Source: an optimization exercise on an open RTL-to-GDS flow (aim: small area and a short achievable clock period). Production flows keep margins and buffers that such runs may drop.
RTL that was checked went through simulation tests only; none was proved equivalent to the original.

==> job 5577: inputs <==
Design FIR1, start of the top module:
module FIR1 (X, clk, Y, reset);
  input  [13:0] X;
  input         clk;
  output [13:0] Y;
  input         reset;
  reg [13:0] d1;
  reg [13:0] d2;
  reg [13:0] d3;
  reg [13:0] d4;
  reg [13:0] d5;
  reg [13:0] d6;
  reg [13:0] d7;
  reg [13:0] d8;
  reg [13:0] d9;
  reg [13:0] d10;
  reg [13:0] d11;
  reg [13:0] d12;
  reg [13:0] d13;
  reg [13:0] d14;
  reg [13:0] d15;
  reg [13:0] d16;
  reg [13:0] d17;
  reg [13:0] d18;
  reg [13:0] d19;
  reg [13:0] d20;
  reg [14:0] q2_0;
  reg [14:0] q2_2;
  reg [14:0] q2_3;
  reg [29:0] r2a;
  reg [28:0] r2b;
  reg [18:0] m1_0;
  reg [27:0] r1;
  reg [13:0] Y;
  wire s1, c2;
  FIR1_fa us1 (d4[0], d14[0], q2_3[5], s1, c2);
  wire s3, c4;
  FIR1_fa us3 (d4[1], d14[1], q2_3[6], s3, c4);
  wire s5, c6;
  FIR1_fa us5 (q2_3[0], d20[9], d18[9], s5, c6);
  wire s7, c8;
  FIR1_ha us7 (d18[7], d18[5], s7, c8);
  wire s9, c10;
  FIR1_fa us9 (d4[2], d14[2], q2_3[7], s9, c10);
  wire s11, c12;
  FIR1_fa us11 (q2_3[1], d20[10], d18[10], s11, c12);
  wire s13, c14;
  FIR1_fa us13 (q2_0[12], q2_0[8], q2_0[6], s13, c14);
  wire s15, c16;
  FIR1_fa us15 (q2_0[13], q2_0[9], q2_0[7], s15, c16);
  wire s17, c18;
  FIR1_fa us17 (q2_0[5], d4[9], d14[9], s17, c18);
  wire s19, c20;
  FIR1_fa us19 (d4[3], d14[3], q2_3[8], s19, c20);
  wire s21, c22;
  FIR1_ha us21 (q2_3[2], q2_3[0], s21, c22);
  wire s23, c24;
  FIR1_fa us23 (q2_0[14], d4[4], d14[4], s23, c24);
  wire s25, c26;
  FIR1_fa us25 (q2_0[10], q2_0[8], q2_0[6], s25, c26);
  wire s27, c28;
  FIR1_fa us27 (q2_2[14], q2_3[9], q2_3[3], s27, c28);
  wire s29, c30;
  FIR1_fa us29 (d4[10], d14[10], q2_2[12], s29, c30);
  wire s31, c32;
  FIR1_ha us31 (q2_3[1], d9[0], s31, c32);
  wire s33, c34;
  FIR1_fa us33 (q2_0[11], q2_0[9], q2_0[7], s33, c34);
  wire s35, c36;
  FIR1_fa us35 (d4[11], d14[11], q2_2[13], s35, c36);
  wire s37, c38;
  FIR1_fa us37 (d4[5], d14[5], q2_3[14], s37, c38);
  wire s39, c40;
  FIR1_fa us39 (q2_2[8], q2_2[6], q2_2[4], s39, c40);
  wire s41, c42;
  FIR1_fa us41 (q2_0[12], q2_0[10], q2_0[8], s41, c42);
  ...
==> flow/config.mk <==
export PLATFORM = sky130hd
export DESIGN_NAME = FIR1
export DESIGN_NICKNAME = FIR1
export VERILOG_FILES = /design/flow/design.v
export SDC_FILE = /design/flow/constraint.sdc
export NUM_CORES = 4
export LEC_CHECK = 0
export CAP_MARGIN = 20
export CORE_MARGIN = 2
export CORE_UTILIZATION = 40
export SLEW_MARGIN = 20
export SYNTH_HIERARCHICAL = 1
export SYNTH_MINIMUM_KEEP_SIZE = 0
==> flow/constraint.sdc <==
create_clock -name core_clock -period 10.0 [get_ports {clk}]
set_input_delay 2.0000 -clock core_clock [delete_from_list [all_inputs] [get_ports {clk}]]
set_output_delay 2.0000 -clock core_clock [all_outputs]
set_load 0.01 [all_outputs]
standard.sh (not shown) runs the stock make flow with config.mk's settings and CLKGATE_MAP_FILE= SYNTH_SCRIPT=/design/flow/synth_recipe.tcl, a recipe that flattens the netlist after the stock synthesis.
==> flow/flow/run.sh <==
#!/bin/bash
set -euo pipefail
bash standard.sh SETUP_SLACK_MARGIN=6.3 finish > standard_run.log 2>&1
==> inputs of job 9829, as changes to job 5577 <==
==> flow/run.sh (new file) <==
#!/bin/bash
# synth_recipe.tcl (not shown) runs the flow's synth.tcl, then flattens the netlist and writes it again
# the make line also repeats each setting of config.mk as NAME=value (left out here)
make -C /OpenROAD-flow-scripts/flow DESIGN_CONFIG=/design/flow/config.mk WORK_HOME=/design/flow/orfs CLKGATE_MAP_FILE= SYNTH_SCRIPT=/design/flow/synth_recipe.tcl finish
Settings changed: SETUP_SLACK_MARGIN set to 5.
removed: flow/flow/run.sh
removed: flow/standard.sh
==> results.py <==
metrics = {
    "cells_and_area": {
        "final_area_um2": 27000,
        "num-nonclk-buffers": 33,
    },
    "outcome": {
        "outcome": "no timing/DRC/antenna violations",
    },
    "critical_path": {
        "r2r-end": "r2b[14]$_DFF_PP0_",
        "cp_data_required_time_ps": 10470,
        "critPathArrivalTime_ps": 5170,
    },
    "routing": {
        "firstDrtPassIters": 24,
        "wirelength_um": 52700,
    },
    "timing": {
        "rsz0062_at_grt": "false",
    },
    "placed_design": {
        "dp_cells": 2455,
    },
}
-- figures above: job 9829

==> results.py <==
metrics = {
    "outcome": {
        "outcome": "no timing/DRC/antenna violations",
    },
    "routing": {
        "firstDrtPassIters": 16,
        "wirelength_um": 57900,
    },
    "cells_and_area": {
        "final_area_um2": 27900,
        "num-nonclk-buffers": 101,
    },
    "timing": {
        "rsz0062_at_grt": "true",
    },
    "critical_path": {
        "r2r-end": "r2b[13]$_DFF_PP1_",
        "critPathArrivalTime_ps": 4700,
        "cp_data_required_time_ps": 10520,
    },
    "placed_design": {
        "dp_cells": 2457,
    },
}
-- figures above: job 5577

No run of this note included a check of the RTL's function; only the layout flow was run.

* * *

==> onyx <==
Another version of the RTL of FIR1 (not shown whole).
Settings: LEC_CHECK=0, CAP_MARGIN=20, CORE_MARGIN=2, CORE_UTILIZATION=40, CTS_CLUSTER_DIAMETER=150, CTS_CLUSTER_SIZE=20, SLEW_MARGIN=20, SYNTH_HIERARCHICAL=1, SYNTH_MINIMUM_KEEP_SIZE=0; clock period 10.0 ns.
==> flow/flow/run.sh <==
#!/bin/bash
set -euo pipefail
bash standard.sh SETUP_SLACK_MARGIN=6.2 finish > standard_run.log 2>&1
==> sierra: changes against onyx <==
==> flow/flow/run.sh (replaced) <==
#!/bin/bash
set -euo pipefail
bash standard.sh SETUP_SLACK_MARGIN=6.4 finish > standard_run.log 2>&1
==> impl_metrics.tcl <==
set metrics [dict create \
    critPathSlowestCell "dfrtp_1" \
    cp.required_ns 10.44 \
    status "no timing/DRC/antenna violations" \
    buffers 63 \
    regToRegSetupSlack_ns 6.26 \
    cpPeakStageDelay_ns 0.67 \
    final_nets 2299 \
    worstSetupEndpoint "r2b[16]" \
    reg2reg_from "q2_3[10]" \
    cts_resized 83 \
    grt_pass1_wl_mm 83.8 \
    period_minus_slack_ns 3.74 \
    antenna_found_initial 3 \
    drt_first_iter_violations 627 \
    crit_chain "fa_1 -> fa_1 -> fa_1 -> fa_1 -> fa_1 -> fa_1" \
    wl_met2_mm 25.6 \
]
That was onyx.
==> impl_metrics.tcl <==
set metrics [dict create \
    status "no timing/DRC/antenna violations" \
    regToRegSetupSlack_ns 6.25 \
    antenna_found_initial 0 \
    cpPeakStageDelay_ns 0.69 \
    buffers 106 \
    wl_met2_mm 26.1 \
    critPathSlowestCell "dfstp_2" \
    period_minus_slack_ns 3.75 \
    grt_pass1_wl_mm 83.4 \
    cp.required_ns 10.45 \
    drt_first_iter_violations 637 \
    final_nets 2342 \
    reg2reg_from "q2_0[12]" \
    crit_chain "fa_1 -> fa_2 -> fa_2 -> fa_2 -> fa_2 -> fa_2" \
    cts_resized 153 \
]
That was sierra.
No run of this note included a check of the RTL's function; only the layout flow was run.

* * *

==> build 81: inputs <==
Another version of the RTL of FIR1 (not shown whole).
==> flow/config.mk <==
export PLATFORM = sky130hd
export DESIGN_NAME = FIR1
export DESIGN_NICKNAME = FIR1
export VERILOG_FILES = /design/flow/design.v
export SDC_FILE = /design/flow/constraint.sdc
export NUM_CORES = 4
export LEC_CHECK = 0
export CAP_MARGIN = 20
export CORE_MARGIN = 2
export CORE_UTILIZATION = 40
export SLEW_MARGIN = 20
export SYNTH_HIERARCHICAL = 1
export SYNTH_MINIMUM_KEEP_SIZE = 0
==> flow/constraint.sdc <==
create_clock -name core_clock -period 10.0 [get_ports {clk}]
set_input_delay 2.0000 -clock core_clock [delete_from_list [all_inputs] [get_ports {clk}]]
set_output_delay 2.0000 -clock core_clock [all_outputs]
set_load 0.01 [all_outputs]
==> flow/flow/run.sh <==
#!/bin/bash
set -euo pipefail
bash standard.sh SETUP_SLACK_MARGIN=6.6 finish > standard_run.log 2>&1
==> trial 64: changes against build 81 <==
==> flow/flow/run.sh (replaced) <==
#!/bin/bash
set -euo pipefail
bash standard.sh SETUP_SLACK_MARGIN=6.2 finish > standard_run.log 2>&1
--- a/flow/config.mk
+++ b/flow/config.mk
@@ -8,6 +8,9 @@
 export CAP_MARGIN = 20
 export CORE_MARGIN = 2
 export CORE_UTILIZATION = 40
+export CTS_CLUSTER_DIAMETER = 150
+export CTS_CLUSTER_SIZE = 20
 export SLEW_MARGIN = 20
 export SYNTH_HIERARCHICAL = 1
 export SYNTH_MINIMUM_KEEP_SIZE = 0
+export TNS_END_PERCENT = 10
==> impl_metrics.py <==
metrics = {
    "place": {
        "gp_congestion": 0.896,
    },
    "setup_path": {
        "slowest_delay_ns": 0.58,
    },
    "timing": {
        "slew_headroom": 0.425,
    },
    "layout": {
        "syn_to_final_growth_pct": 11.8,
    },
    "status": {
        "status": "finished clean",
    },
}
Source of the figures above: trial 64

==> impl_metrics.py <==
metrics = {
    "layout": {
        "syn_to_final_growth_pct": 19.8,
    },
    "synth": {
        "synth_fa_ha_area_frac": 0.379,
    },
    "place": {
        "gp_congestion": 0.868,
    },
    "timing": {
        "slew_headroom": 0.494,
    },
    "clocking": {
        "tritoncts": "done",
    },
    "grt": {
        "grt_max_degree": 89,
    },
    "status": {
        "status": "finished clean",
    },
}
Source of the figures above: build 81


* * *

==> 02-13 <==
FIR1 again, from the RTL that the note above started with.
## FIR1
module FIR1 (X, clk, Y, reset);
  input  [13:0] X;
  input         clk;
  output [13:0] Y;
  input         reset;
  reg [13:0] d1;
  reg [13:0] d2;
  reg [13:0] d3;
  reg [13:0] d4;
  reg [13:0] d5;
  reg [13:0] d6;
  reg [13:0] d7;
  reg [13:0] d8;
  reg [13:0] d9;
  reg [13:0] d10;
  reg [13:0] d11;
  reg [13:0] d12;
  reg [13:0] d13;
  reg [13:0] d14;
  reg [13:0] d15;
  reg [13:0] d16;
  reg [13:0] d17;
  reg [13:0] d18;
  reg [13:0] d19;
  reg [13:0] d20;
  reg [14:0] q2_0;
  reg [14:0] q2_2;
  reg [14:0] q2_3;
  reg [29:0] r2a;
  reg [28:0] r2b;
  reg [27:0] r1;
  reg [13:0] Y;
  wire s1 = d4[0] ^ d14[0];
  wire c2 = d4[0] | d14[0];
  wire s3 = d4[1] ^ d14[1];
  wire c4 = d4[1] | d14[1];
  wire s5, c6;
  FIR1_fa us5 (q2_3[6], q2_3[0], d20[9], s5, c6);
  wire s7, c8;
  FIR1_ha us7 (d18[9], d18[7], s7, c8);
  wire s9, c10;
  FIR1_fa us9 (d4[2], d14[2], q2_3[7], s9, c10);
  wire s11, c12;
  FIR1_fa us11 (q2_3[1], d20[10], d18[10], s11, c12);
  wire s13, c14;
  FIR1_fa us13 (q2_0[12], q2_0[8], q2_0[6], s13, c14);
  wire s15, c16;
  FIR1_fa us15 (d4[3], d14[3], q2_3[8], s15, c16);
  wire s17, c18;
  FIR1_fa us17 (q2_3[2], q2_3[0], d20[11], s17, c18);
  wire s19, c20;
  FIR1_fa us19 (d18[11], d18[9], d18[7], s19, c20);
  ...
clock: 10.0 ns
lec_check: 0
cap_margin: 20
core_margin: 2
core_utilization: 40
slew_margin: 20
synth_hierarchical: 1
synth_minimum_keep_size: 0
==> flow/flow/run.sh <==
#!/bin/bash
set -euo pipefail
bash standard.sh SETUP_SLACK_MARGIN=5.7 finish > standard_run.log 2>&1
==> 06-22: changes against 02-13 <==
==> flow/flow/run.sh (replaced) <==
#!/bin/bash
set -euo pipefail
bash standard.sh SETUP_SLACK_MARGIN=6.3 finish > standard_run.log 2>&1
==> run summary <==
| item | 02-13 | 06-22 |
|---|---|---|
| Result of the run | no timing/DRC/antenna violations | no timing/DRC/antenna violations |
| Total global routing track utilization | 17.5% | 17.9% |
| Number of antenna violations at the first check in global routing | 0 | 1 |
| Largest net degree at the start of global routing | 150 | 181 |
| Clock insertion delay at the later pin of the skew report | 0.57 ns | 0.59 ns |
| Area share of buffers outside the clock network | 1.42% | 3.74% |
| Setup Slack @ Placement | 4.80 ns | 4.88 ns |
| Routed length per placed instance | 19.8 um | 19.8 um |
| Global routing usage on met3 | 3.62% | 4.16% |
| Unrepaired setup endpoints after global routing | false | true |
| Period utilization | 42.1% | 39.6% |
| Worst flop-to-flop path startpoint | q2_3[9]$_DFF_PP0_ | d18[11]$_DFF_PP0_ |
| Detailed-route wire length | 47800 um | 49400 um |
| Met3 wire length | 2250 um | 2580 um |
| Final core utilization | 45.8% | 47.9% |
| Starting DRT DRC Count | 617 | 750 |
| Footprint of the multi-input gates | 0.0111 sq mm | 0.0117 sq mm |
| GR Layer Usage met2 | 29.2% | 29.8% |
| Arrival time of data at the critical path endpoint | 4.70 ns | 4.48 ns |
| Final standard cell count with taps included and fillers excluded | 2415 | 2491 |
| Number of global-route vias before repair | 13300 | 13800 |

* * *

==> wip/violet <==
Another version of the RTL of FIR1 (not shown whole).
clock: 10.0 ns
lec_check: 0
abc_area: 1
cap_margin: 20
core_margin: 2
core_utilization: 40
cts_cluster_diameter: 150
cts_cluster_size: 26
slew_margin: 20
synth_hierarchical: 1
synth_minimum_keep_size: 0
==> flow/flow/run.sh <==
#!/bin/bash
set -euo pipefail
bash standard.sh SETUP_SLACK_MARGIN=6.3 "BUFFER_PORTS_ARGS=-buffer_cell sky130_fd_sc_hd__buf_4" finish > standard_run.log 2>&1
==> inputs of wip/pepper, as changes to wip/violet <==
==> flow/flow/run.sh (replaced) <==
#!/bin/bash
set -euo pipefail
bash standard.sh SETUP_SLACK_MARGIN=6.2 finish > standard_run.log 2>&1
Settings changed: ABC_AREA 1 to not set, CTS_CLUSTER_SIZE 26 to 20.
==> inputs of wip/tundra, as changes to wip/violet <==
==> flow/flow/run.sh (replaced) <==
#!/bin/bash
set -euo pipefail
bash standard.sh SETUP_SLACK_MARGIN=6.5 finish > standard_run.log 2>&1
Settings changed: CTS_CLUSTER_SIZE 26 to 20.
==> Implementation_results.wiki <==
{| class="wikitable"
! Metric !! Value
|-
| Row count || roughly 90
|-
| Clock buffers created by TritonCTS || 27
|-
| Worst-case setup margin in the final layout || 6.15 ns
|-
| Longest individual stage delay on the worst path || 0.39 ns
|-
| Die height || 249 um
|-
| Worst path depth || 14
|-
| Sequential area share after synthesis || between 40% and 50%
|-
| Nets in the synthesized netlist || around 2100
|-
| Result of the run || no timing/DRC/antenna violations
|-
| Well Taps || 773
|-
| Startpoint of the worst-slack reg-to-reg timing path || q2_2[4]
|}
The numbers above come from wip/pepper.

==> Implementation_results.wiki <==
{| class="wikitable"
! Metric !! Value
|-
| Result of the run || no timing/DRC/antenna violations
|-
| Row count || 90
|-
| Nets in the synthesized netlist || around 2400
|-
| Worst path depth || 8
|-
| Sequential area share after synthesis || 48.0%
|-
| Clock buffers created by TritonCTS || 22
|-
| Worst-case setup margin in the final layout || around 6.4 ns
|-
| Longest individual stage delay on the worst path || 0.61 ns
|-
| Die height || between 200 and 300 um
|}
The numbers above come from wip/violet.

==> Implementation_results.wiki <==
{| class="wikitable"
! Metric !! Value
|-
| Sequential area share after synthesis || between 40% and 50%
|-
| Nets in the synthesized netlist || ~2400
|-
| Row count || 90
|-
| Cell Chain, Critical Path || fa_1, fa_1, fa_2, fa_1, inv_2, fa_1, fa_2
|-
| Startpoint of the worst-slack reg-to-reg timing path || q2_2[6]
|-
| Worst-case setup margin in the final layout || 6.38 ns
|-
| Well Taps || roughly 780
|-
| Cell mode on critical path || fa_1
|-
| Worst path depth || 7
|-
| Result of the run || no timing/DRC/antenna violations
|-
| Clock buffers created by TritonCTS || 27
|}
The numbers above come from wip/tundra.

[afterwards: timing with drivers on the ports]
The flow's constraints put no driver on any port. The routed layouts listed below were extracted and timed again, unchanged, in two steps.
Step 1: set_driving_cell puts a clkbuf_16 on clk and a buf_2 on each other input, an assumption about the parent block.
Step 2 adds t to the input delays and takes it off the output delays; t is the mean of the earliest and latest rising clock arrival at the registers after step 1. Input paths then give back, and output paths get back, about the clock's delay inside the block.
Three values: ideal, step 1, step 2; two values: the first two.
| run | t (ns) | slack for setup (ns) | worst hold slack (ns) | clock arrival spread, ns | worst slew at a driven data input, ns |
|---|---|---|---|---|---|
| job 5577 | 0.635 | 5.825 / 5.825 / 5.517 | 0.342 / 0.342 / 0.342 | 0.016 / 0.016 | 0.12 |
| job 9829 | 0.639 | 5.298 / 5.335 / 4.695 | 0.331 / 0.331 / 0.331 | 0.029 / 0.029 | 0.03 |
| onyx | 0.635 | 6.258 / 6.258 / 5.679 | 0.344 / 0.344 / 0.344 | 0.024 / 0.025 | 0.05 |
| sierra | 0.639 | 6.253 / 6.253 / 5.672 | 0.345 / 0.345 / 0.345 | 0.023 / 0.023 | 0.11 |
| build 81 | 0.623 | 6.056 / 6.056 / 5.442 | 0.338 / 0.338 / 0.338 | 0.025 / 0.024 | 0.06 |
| trial 64 | 0.611 | 6.010 / 6.010 / 5.449 | 0.337 / 0.337 / 0.337 | 0.025 / 0.025 | 0.05 |
| 02-13 | 0.611 | 5.787 / 5.787 / 5.275 | 0.339 / 0.339 / 0.339 | 0.019 / 0.019 | 0.03 |
| 06-22 | 0.629 | 6.036 / 6.036 / 5.485 | 0.330 / 0.330 / 0.330 | 0.027 / 0.027 | 0.05 |
| wip/violet | 0.617 | 6.377 / 6.377 / 6.001 | 0.325 / 0.325 / 0.325 | 0.034 / 0.033 | 0.05 |
| wip/pepper | 0.624 | 6.146 / 6.161 / 5.537 | 0.339 / 0.339 / 0.339 | 0.026 / 0.026 | 0.08 |
| wip/tundra | 0.639 | 6.377 / 6.377 / 6.071 | 0.338 / 0.338 / 0.338 | 0.033 / 0.033 | 0.04 |
After both steps setup and hold are still met in every run listed. The setup slack of build 81, which loses most, moves by 0.000 ns with the drivers and by -0.614 ns with both steps.
